What follows belongs to an exercise in optimizing a design on an open flow for small area and a short achievable clock period; a production flow would make more cautious choices.
Only simulation tests tie the RTL to the original design; equivalence was not proved.
No activity file was given, so power comes from the tool's default toggle rates.

File: flow/design.v
module g_inv (input wire a, output wire y);
   assign y = ~a;
endmodule
module g_nand2 (input wire a, b, output wire y);
   assign y = ~(a & b);
endmodule
module g_nor2 (input wire a, b, output wire y);
   assign y = ~(a | b);
endmodule
module g_and2b (input wire an, b, output wire y);
   assign y = ~an & b;
endmodule
module g_nand3 (input wire a, b, c, output wire y);
   assign y = ~(a & b & c);
endmodule
module g_xor2 (input wire a, b, output wire y);
   assign y = a ^ b;
endmodule
module g_maj3 (input wire a, b, c, output wire y);
   assign y = (a & b) | (a & c) | (b & c);
endmodule
module g_mux2 (input wire a0, a1, s, output wire y);
   assign y = s ? a1 : a0;
endmodule
module g_a22o (input wire a1, a2, b1, b2, output wire y);
   assign y = (a1 & a2) | (b1 & b2);
endmodule
module g_a22oi (input wire a1, a2, b1, b2, output wire y);
   assign y = ~((a1 & a2) | (b1 & b2));
endmodule
module g_a222oi (input wire a1, a2, b1, b2, c1, c2, output wire y);
   assign y = ~((a1 & a2) | (b1 & b2) | (c1 & c2));
endmodule
module dec3 (input wire [2:0] s, output wire [7:0] h);
   assign h = 8'b1 << s;
endmodule
module dec3f (input wire [2:0] s, output wire [7:0] h);
   wire [2:0] sn;
   wire [7:0] hn;
   g_inv i0 (s[0], sn[0]);
   g_inv i1 (s[1], sn[1]);
   g_inv i2 (s[2], sn[2]);
   genvar j;
   generate
      for (j = 0; j < 8; j = j + 1) begin : ln
         g_nand3 un (j[2] ? s[2] : sn[2], j[1] ? s[1] : sn[1], j[0] ? s[0] : sn[0], hn[j]);
         g_inv   ui (hn[j], h[j]);
      end
   endgenerate
endmodule
module rdbit (input wire [7:0] h, input wire [7:0] d, output wire o);
   assign o = |(h & d);
endmodule
module g_xnor2 (input wire a, b, output wire y);
   assign y = ~(a ^ b);
endmodule
module g_a21oi (input wire a1, a2, b1, output wire y);
   assign y = ~((a1 & a2) | b1);
endmodule
module g_o21ai (input wire a1, a2, b1, output wire y);
   assign y = ~((a1 | a2) & b1);
endmodule
module g_ha (input wire a, b, output wire co, s);
   assign co = a & b;
   assign s = a ^ b;
endmodule
module alu (input wire op0, input wire [15:0] a, b,
            output wire [15:0] s, l, output wire co);
   wire [15:0] bx, g, p;
   wire [1:0] op = {1'b0, op0};
   wire g0cn;
   wire g0cn_i;
   wire G1_1;
   wire G1_3;
   wire P1_3;
   wire G1_5;
   wire P1_5;
   wire G1_7;
   wire P1_7;
   wire G1_9;
   wire P1_9;
   wire G1_11;
   wire P1_11;
   wire G1_13;
   wire P1_13;
   wire G1_15;
   wire P1_15;
   wire G1_1_i;
   wire G2_2;
   wire G2_3;
   wire g_6_i;
   wire p_6_i;
   wire G2_6;
   wire P2_6;
   wire G2_7;
   wire P2_7;
   wire g_10_i;
   wire p_10_i;
   wire G2_10;
   wire P2_10;
   wire G2_11;
   wire P2_11;
   wire g_14_i;
   wire p_14_i;
   wire G2_14;
   wire P2_14;
   wire G2_15;
   wire P2_15;
   wire G3_4;
   wire G2_3_i;
   wire G3_5;
   wire G3_6;
   wire G3_7;
   wire G3_12;
   wire P3_12;
   wire G2_11_i;
   wire G3_13;
   wire P2_11_i;
   wire P3_13;
   wire G3_14;
   wire P3_14;
   wire G3_15;
   wire P3_15;
   wire G3_7_i;
   wire G4_8;
   wire G4_9;
   wire G4_10;
   wire G4_11;
   wire G4_12;
   wire G4_13;
   wire G4_14;
   wire G4_15;
   genvar i;
   generate
      for (i = 0; i < 16; i = i + 1) begin : bs
         g_xor2  ux (b[i], op[0], bx[i]);
         g_ha    uh (a[i], bx[i], g[i], p[i]);
         g_maj3  ul (a[i], b[i], op[0], l[i]);    
      end
   endgenerate
   g_a21oi u_a21oi_0 (p[0], op0, g[0], g0cn);
   g_inv u_inv_0 (g0cn, g0cn_i);
   g_a21oi u_a21oi_1 (p[1], g0cn_i, g[1], G1_1);
   g_a21oi u_a21oi_2 (p[3], g[2], g[3], G1_3);
   g_nand2 u_nand2_0 (p[3], p[2], P1_3);
   g_a21oi u_a21oi_3 (p[5], g[4], g[5], G1_5);
   g_nand2 u_nand2_1 (p[5], p[4], P1_5);
   g_a21oi u_a21oi_4 (p[7], g[6], g[7], G1_7);
   g_nand2 u_nand2_2 (p[7], p[6], P1_7);
   g_a21oi u_a21oi_5 (p[9], g[8], g[9], G1_9);
   g_nand2 u_nand2_3 (p[9], p[8], P1_9);
   g_a21oi u_a21oi_6 (p[11], g[10], g[11], G1_11);
   g_nand2 u_nand2_4 (p[11], p[10], P1_11);
   g_a21oi u_a21oi_7 (p[13], g[12], g[13], G1_13);
   g_nand2 u_nand2_5 (p[13], p[12], P1_13);
   g_a21oi u_a21oi_8 (p[15], g[14], g[15], G1_15);
   g_nand2 u_nand2_6 (p[15], p[14], P1_15);
   g_inv u_inv_1 (G1_1, G1_1_i);
   g_a21oi u_a21oi_9 (p[2], G1_1_i, g[2], G2_2);
   g_o21ai u_o21ai_0 (P1_3, G1_1, G1_3, G2_3);
   g_inv u_inv_2 (g[6], g_6_i);
   g_inv u_inv_3 (p[6], p_6_i);
   g_o21ai u_o21ai_1 (p_6_i, G1_5, g_6_i, G2_6);
   g_nor2 u_nor2_0 (p_6_i, P1_5, P2_6);
   g_o21ai u_o21ai_2 (P1_7, G1_5, G1_7, G2_7);
   g_nor2 u_nor2_1 (P1_7, P1_5, P2_7);
   g_inv u_inv_4 (g[10], g_10_i);
   g_inv u_inv_5 (p[10], p_10_i);
   g_o21ai u_o21ai_3 (p_10_i, G1_9, g_10_i, G2_10);
   g_nor2 u_nor2_2 (p_10_i, P1_9, P2_10);
   g_o21ai u_o21ai_4 (P1_11, G1_9, G1_11, G2_11);
   g_nor2 u_nor2_3 (P1_11, P1_9, P2_11);
   g_inv u_inv_6 (g[14], g_14_i);
   g_inv u_inv_7 (p[14], p_14_i);
   g_o21ai u_o21ai_5 (p_14_i, G1_13, g_14_i, G2_14);
   g_nor2 u_nor2_4 (p_14_i, P1_13, P2_14);
   g_o21ai u_o21ai_6 (P1_15, G1_13, G1_15, G2_15);
   g_nor2 u_nor2_5 (P1_15, P1_13, P2_15);
   g_a21oi u_a21oi_10 (p[4], G2_3, g[4], G3_4);
   g_inv u_inv_8 (G2_3, G2_3_i);
   g_o21ai u_o21ai_7 (P1_5, G2_3_i, G1_5, G3_5);
   g_a21oi u_a21oi_11 (P2_6, G2_3, G2_6, G3_6);
   g_a21oi u_a21oi_12 (P2_7, G2_3, G2_7, G3_7);
   g_a21oi u_a21oi_13 (p[12], G2_11, g[12], G3_12);
   g_nand2 u_nand2_7 (p[12], P2_11, P3_12);
   g_inv u_inv_9 (G2_11, G2_11_i);
   g_o21ai u_o21ai_8 (P1_13, G2_11_i, G1_13, G3_13);
   g_inv u_inv_10 (P2_11, P2_11_i);
   g_nor2 u_nor2_6 (P1_13, P2_11_i, P3_13);
   g_a21oi u_a21oi_14 (P2_14, G2_11, G2_14, G3_14);
   g_nand2 u_nand2_8 (P2_14, P2_11, P3_14);
   g_a21oi u_a21oi_15 (P2_15, G2_11, G2_15, G3_15);
   g_nand2 u_nand2_9 (P2_15, P2_11, P3_15);
   g_inv u_inv_11 (G3_7, G3_7_i);
   g_a21oi u_a21oi_16 (p[8], G3_7_i, g[8], G4_8);
   g_o21ai u_o21ai_9 (P1_9, G3_7, G1_9, G4_9);
   g_a21oi u_a21oi_17 (P2_10, G3_7_i, G2_10, G4_10);
   g_o21ai u_o21ai_10 (P2_11_i, G3_7, G2_11_i, G4_11);
   g_o21ai u_o21ai_11 (P3_12, G3_7, G3_12, G4_12);
   g_a21oi u_a21oi_18 (P3_13, G3_7_i, G3_13, G4_13);
   g_o21ai u_o21ai_12 (P3_14, G3_7, G3_14, G4_14);
   g_o21ai u_o21ai_13 (P3_15, G3_7, G3_15, G4_15);
   g_xor2 us_0 (p[0], op[0], s[0]);
   g_xnor2 us_1 (p[1], g0cn, s[1]);
   g_xnor2 us_2 (p[2], G1_1, s[2]);
   g_xnor2 us_3 (p[3], G2_2, s[3]);
   g_xor2 us_4 (p[4], G2_3, s[4]);
   g_xnor2 us_5 (p[5], G3_4, s[5]);
   g_xor2 us_6 (p[6], G3_5, s[6]);
   g_xnor2 us_7 (p[7], G3_6, s[7]);
   g_xnor2 us_8 (p[8], G3_7, s[8]);
   g_xnor2 us_9 (p[9], G4_8, s[9]);
   g_xor2 us_10 (p[10], G4_9, s[10]);
   g_xnor2 us_11 (p[11], G4_10, s[11]);
   g_xor2 us_12 (p[12], G4_11, s[12]);
   g_xor2 us_13 (p[13], G4_12, s[13]);
   g_xnor2 us_14 (p[14], G4_13, s[14]);
   g_xor2 us_15 (p[15], G4_14, s[15]);
   assign co = G4_15;
endmodule
module reg_alu (input wire clk, reset, sel, wr, input wire [1:0] op,
                input wire [2:0] rd_addr_a, rd_addr_b, wr_addr,
                input wire [15:0] d_in,
                output wire [15:0] d_out_a, d_out_b, output wire cout);
   reg  [15:0] r [0:7];
   reg         c_q;
   wire [7:0]  ha, hb, hw;
   wire [15:0] a, b, wd;
   wire [15:0] nx [0:7];
   wire        c;
   dec3f deca (rd_addr_a, ha);
   dec3f decb (rd_addr_b, hb);
   dec3 decw (wr_addr, hw);
   genvar i, j;
   generate
      for (i = 0; i < 16; i = i + 1) begin : rd
         rdbit ua (ha, {r[7][i], r[6][i], r[5][i], r[4][i], r[3][i], r[2][i], r[1][i], r[0][i]}, a[i]);
         rdbit ub (hb, {r[7][i], r[6][i], r[5][i], r[4][i], r[3][i], r[2][i], r[1][i], r[0][i]}, b[i]);
      end
   endgenerate
   wire [15:0] sm, lg, wdn;
   alu alu_m (op[0], a, b, sm, lg, c);
   wire sl = sel & ~reset & op[1];
   wire ss = sel & ~reset & ~op[1];
   wire s0 = ~sel & ~reset;
   generate
      for (i = 0; i < 16; i = i + 1) begin : wdb
         g_a222oi uw (ss, sm[i], sl, lg[i], s0, d_in[i], wdn[i]);
         g_inv    uv (wdn[i], wd[i]);
      end
   endgenerate
   wire [7:0] en  = ({8{wr}} & hw) | {8{reset}};
   wire [7:0] enn = ~en;
   generate
      for (j = 0; j < 8; j = j + 1) begin : rg
         for (i = 0; i < 16; i = i + 1) begin : bt
            g_a22o uh (en[j], wd[i], enn[j], r[j][i], nx[j][i]);
         end
         always @(posedge clk) r[j] <= nx[j];
      end
   endgenerate
   always @(posedge clk) c_q <= c & ~reset;
   assign d_out_a = a;
   assign d_out_b = b;
   assign cout = c_q;
endmodule
File: flow/flow/run.sh
#!/bin/bash
# Standard ORFS layout (the standard.sh, synthesis unchanged) with these
# changes to how the layout is made:
#  - port buffers start as buf_1 rather than the delay cell buffer_ports picks
#    by default (the resizer upsizes them where timing or slew needs it);
#  - the resizer may swap a cell for one of a different footprint;
#  - clock tree built from clkbuf_4 only, without dummy balancing loads.
set -euo pipefail
export BUFFER_PORTS_ARGS="-buffer_cell sky130_fd_sc_hd__buf_1"
export CTS_ARGS="-sink_clustering_enable -repair_clock_nets -dont_use_dummy_load -buf_list {sky130_fd_sc_hd__clkbuf_4}"
bash standard.sh MATCH_CELL_FOOTPRINT=0 finish > standard_flow.log 2>&1
File: flow/standard.sh
#!/bin/bash
# synth_recipe.tcl (not shown) runs the flow's synth.tcl, then flattens the netlist and writes it again
# the make line also repeats each setting of config.mk as NAME=value (left out here)
make -C /OpenROAD-flow-scripts/flow DESIGN_CONFIG=/design/flow/config.mk WORK_HOME=/design/flow/orfs CLKGATE_MAP_FILE= SYNTH_SCRIPT=/design/flow/synth_recipe.tcl "${@:-finish}"
File: flow/config.mk
export PLATFORM = sky130hd
export DESIGN_NAME = reg_alu
export DESIGN_NICKNAME = reg_alu
export VERILOG_FILES = /design/flow/design.v
export SDC_FILE = /design/flow/constraint.sdc
export NUM_CORES = 4
export LEC_CHECK = 0
export CAP_MARGIN = 20
export CORE_MARGIN = 2
export CORE_UTILIZATION = 40
export SETUP_SLACK_MARGIN = 4.7
export SLEW_MARGIN = 80
export SYNTH_HIERARCHICAL = 1
File: flow/constraint.sdc
create_clock -name core_clock -period 10.0 [get_ports {clk}]
set_input_delay 2.0000 -clock core_clock [delete_from_list [all_inputs] [get_ports {clk}]]
set_output_delay 2.0000 -clock core_clock [all_outputs]
set_load 0.01 [all_outputs]
==> impl_metrics.json <==
{
  "outcome": "no timing/DRC/antenna violations",
  "fp.dieW_um": 131.4,
  "cts-htree-levels": 4,
  "min_path_type": "flip-flop to flip-flop",
  "placementRows": 46,
  "ys_ff_latch": 129,
  "grt_setup_unrepaired": "no",
  "cts_made_buffers": 17,
  "flow.area_growth_from_synthesis_pct": 16.33,
  "synth_async_sr_flop_share_pct": 0,
  "drive_above_1_share_pct": 18.73,
  "crit_arrival_ns": 3.26,
  "detail_route.first_pass.iterations": 8,
  "power.ir.vdd_worst_uv": 85.28,
  "netlist_area_um2": 6491,
  "mostFrequentLayoutCells": "sky130_fd_sc_hd__dfxtp_1 (129), sky130_fd_sc_hd__a22oi_1 (128), sky130_fd_sc_hd__a22o_1 (128)",
  "remaining_drc_errors": 0,
  "tritoncts": "done",
  "postSynthAreaPerCell_um2": 10.06,
  "power.static_leakage_nw": 3.026,
  "floorplan.die.height_um": 131.4,
  "final.fill_count": 1564,
  "detail-route-antenna-nets": 0,
  "core_area_um2": 15890,
  "wire_length_per_cell_after_detailed_routing_um": 25.78,
  "start_kind": "input port",
  "grt_use_total_pct": 28.32,
  "critical_path.endpoint_type": "primary output",
  "number_of_synthesized_flops_with_an_enable_pin": 0,
  "grt_start_max_net_pins": 23,
  "report.final.hold_viol_count": 0,
  "total_power_w": 0.001443,
  "crit_fanout": 16,
  "fmax_mhz": 189.9,
  "max_cap_violations": 0,
  "cts_root_buf": "sky130_fd_sc_hd__clkbuf_4",
  "dp_hpwl_um": 15000,
  "slew-limit-headroom_pct": 75.63,
  "ios": 64,
  "slew_viol_final": 0,
  "clk_transition_reported_paths_ns": 0.08,
  "antenna_found_initial": 1,
  "ys.warnings.count": 9,
  "cts_num_sinks": 129,
  "io_buffers": 63,
  "final_nets": 802,
  "floorplan.initialDensity_pct": 40.86,
  "synth_area_leaders": "sky130_fd_sc_hd__dfxtp_1 (40%), sky130_fd_sc_hd__a22o_1 (17%), sky130_fd_sc_hd__a22oi_1 (15%), sky130_fd_sc_hd__xor2_1 (3.1%), sky130_fd_sc_hd__ha_1 (3.1%)",
  "first_global_vias": 6155,
  "synth.top_cell.area_share_pct": 39.78,
  "placement.setup.worst_slack_ns": 4.272,
  "synthesis.instances": 645,
  "synth_compound_area_share_pct": 39.78,
  "globalplace.congestion": 0.8266,
  "finalWorstPathRequiredPeriod_ns": 5.265,
  "criticalPathCategory": "input port to primary output",
  "synth_xor_xnor_area_share_pct": 4.318,
  "final_instance_count_excl_fillers": 970,
  "drt-vias-per-instance": 6.778,
  "gr-total-overflow": 0,
  "drt_iter0_drc": 1069,
  "primary_flip_flop_cell_chosen_by_synthesis_mapping": "sky130_fd_sc_hd__dfxtp_1",
  "finalCritPeriodShare_pct": 52.65,
  "synth.yosys.seq_area_share_pct": 39.78,
  "mostFrequentLayoutCell": "sky130_fd_sc_hd__dfxtp_1",
  "synth.lib_cells_used.distinct": 26,
  "global_route_wire_length_before_repair_um": 37290,
  "synthSimpleGateAreaFrac_pct": 6.708,
  "routed_wirelength_um": 25010,
  "synth-adder-area-share_pct": 5.860,
  "cts.path.max_buffers": 2,
  "finalClockSkew_ns": 0.03790,
  "multiInputGateArea_um2": 3822,
  "setup_ws_ns": 4.735,
  "netlist.top_cell.by_area": "sky130_fd_sc_hd__dfxtp_1",
  "muxShareOfSynthArea_pct": 0,
  "dr_total_vias": 6575,
  "p_per_cell_area_nw_per_um2": 191.0,
  "synth.net_count": 692,
  "finalSetupTns_ns": 0,
  "clock_insertion_delay_worst_skew_ns": 0.53,
  "final-setup-viol-count": 0,
  "min-delay-start": "r[0][13]$_DFF_P_",
  "seq_area_um2": 2582,
  "cp.required_ns": 8.00,
  "die_area_um2": 17260,
  "dominant_combinational_cell_family_by_area_after_synthesis": "compound AO/OA/AOI/OAI gates",
  "total_instance_count_after_detailed_placement": 942,
  "critical_path_launch_point": "rd_addr_b[2]",
  "r2r_start": "r[2][0]$_DFF_P_",
  "max_slew.worst_pin.slew_ns": 0.3655
}
-- what timing repair did --
item                                    CTS  global route
endpoints found under the setup margin    0            85
resized for setup                         0            15
buffers inserted                          0             6
hold buffers                              0             0
-- state kept, by name (all words and copies together), names as in the netlist --
register,flops
c_q,1
r,128
-- per-stage QoR --
stage	area [um2]	utilization, %	hold WS [ns]
floorplan	6491	-	0.4630
global placement	7036	44.29	0.4755
detailed placement	7277	45.81	0.4828
CTS	7405	46.61	0.5054
global route	7551	47.53	0.5279
finish	7551	47.53	0.5050
-- Yosys stat by module (local to each module, per instance), a selection --
module	cell area (um2)	flip-flops and latches	times used	cells inside
g_a222oi	10.01	0	16	1
dec3	65.06	0	1	8
g_xnor2	8.758	0	9	1
rdbit	36.28	0	32	5
g_a21oi	8.758	0	19	1
g_nand2	3.754	0	10	1
-- report_power, final --
part	internal (W)	switching (W)	leakage (nW)
Sequential	0.000606	0.0000741	1.07
Combinational	0.000220	0.000303	1.88
Clock	0.0000777	0.000161	0.0782
Total	0.000904	0.000538	3.03
-- per-layer routing --
layer / vias up / GRT usage (%) / routed length (um)
li1: 2870 / - / -
met1: 3247 / 37.90 / 10400
met2: 407 / 42.81 / 11270
met3: 51 / 8.256 / 2832
met4: 0 / 11.47 / 510
met5: - / 0 / 0
-- kinds of logic (layout without fill, tap and decap cells) --
logic type,count (synthesis),in the layout
adder cells (fa/ha/maj),32,32
AO/OA/AOI/OAI,321,321
flip-flops,129,129
XOR/XNOR,32,32
AND/OR/NAND/NOR,77,77
buffers and inverters,54,162
other,0,1
-- synth_stat cells (4+ instances only) --
master and count:
sky130_fd_sc_hd__nand2_1 10, sky130_fd_sc_hd__nor2_1 8, sky130_fd_sc_hd__nand4_1 32, sky130_fd_sc_hd__maj3_2 16
sky130_fd_sc_hd__a21oi_2 20, sky130_fd_sc_hd__a222oi_1 16, sky130_fd_sc_hd__a21oi_1 7, sky130_fd_sc_hd__a22oi_1 128
sky130_fd_sc_hd__dfxtp_1 129, sky130_fd_sc_hd__xnor2_1 9, sky130_fd_sc_hd__ha_1 16, sky130_fd_sc_hd__inv_1 50
sky130_fd_sc_hd__o21ai_1 14, sky130_fd_sc_hd__xor2_1 23, sky130_fd_sc_hd__a21o_1 8, sky130_fd_sc_hd__nand3_1 16
sky130_fd_sc_hd__nor3b_1 4, sky130_fd_sc_hd__a22o_1 128
-- worst max-delay path, cell delays in order --
cell	delay (ns)
sky130_fd_sc_hd__clkbuf_2	0.12
sky130_fd_sc_hd__inv_1	0.12
sky130_fd_sc_hd__nand3_1	0.14
sky130_fd_sc_hd__inv_4	0.26
sky130_fd_sc_hd__a22oi_1	0.15
sky130_fd_sc_hd__nand4_1	0.18
sky130_fd_sc_hd__buf_4	0.14
sky130_fd_sc_hd__buf_1	0.14
-- area by class of cell --
cell class / instances / area share, %
tap: 216 / 3.579
antenna: 1 / 0.03314
sequential: 129 / 34.20
multi-input combinational: 462 / 50.62
inverter: 50 / 3.148
clock buffer: 17 / 1.690
timing repair buffer: 95 / 6.727
-- final timing paths --
check / slack, ns / to / cells past startpoint
hold reg to reg: 0.50 / r[0][13]$_DFF_P_ / 1
hold / removal: 0.50 / r[0][13]$_DFF_P_ / 1
setup reg to reg: 6.55 / r[6][11]$_DFF_P_ / 16
setup / recovery: 4.74 / d_out_b[0] / 8

-- static timing again, ports no longer ideal --
How much do the figures lean on ideal ports? The routed layout below was timed once more, with nothing changed but the port constraints.
Step 1: set_driving_cell puts a clkbuf_16 on clk and a buf_2 on each other input, an assumption about the parent block.
Step 2 also shifts input and output timing later by t, the mid clock arrival at the registers, as if the neighbouring blocks saw the same clock.
Three values: no drivers, after step 1, after step 2; two values: the first two.
shift t [ns]: 0.544
slack for setup (ns): 4.735 / 4.708 / 4.305
hold slack, ns: 0.505 / 0.505 / 0.505
worst register clock-pin slew, ns: 0.12 / 0.12
After both steps setup and hold are still met in this run. The setup slack of this run moves by -0.027 ns with the drivers and by -0.430 ns with both steps.
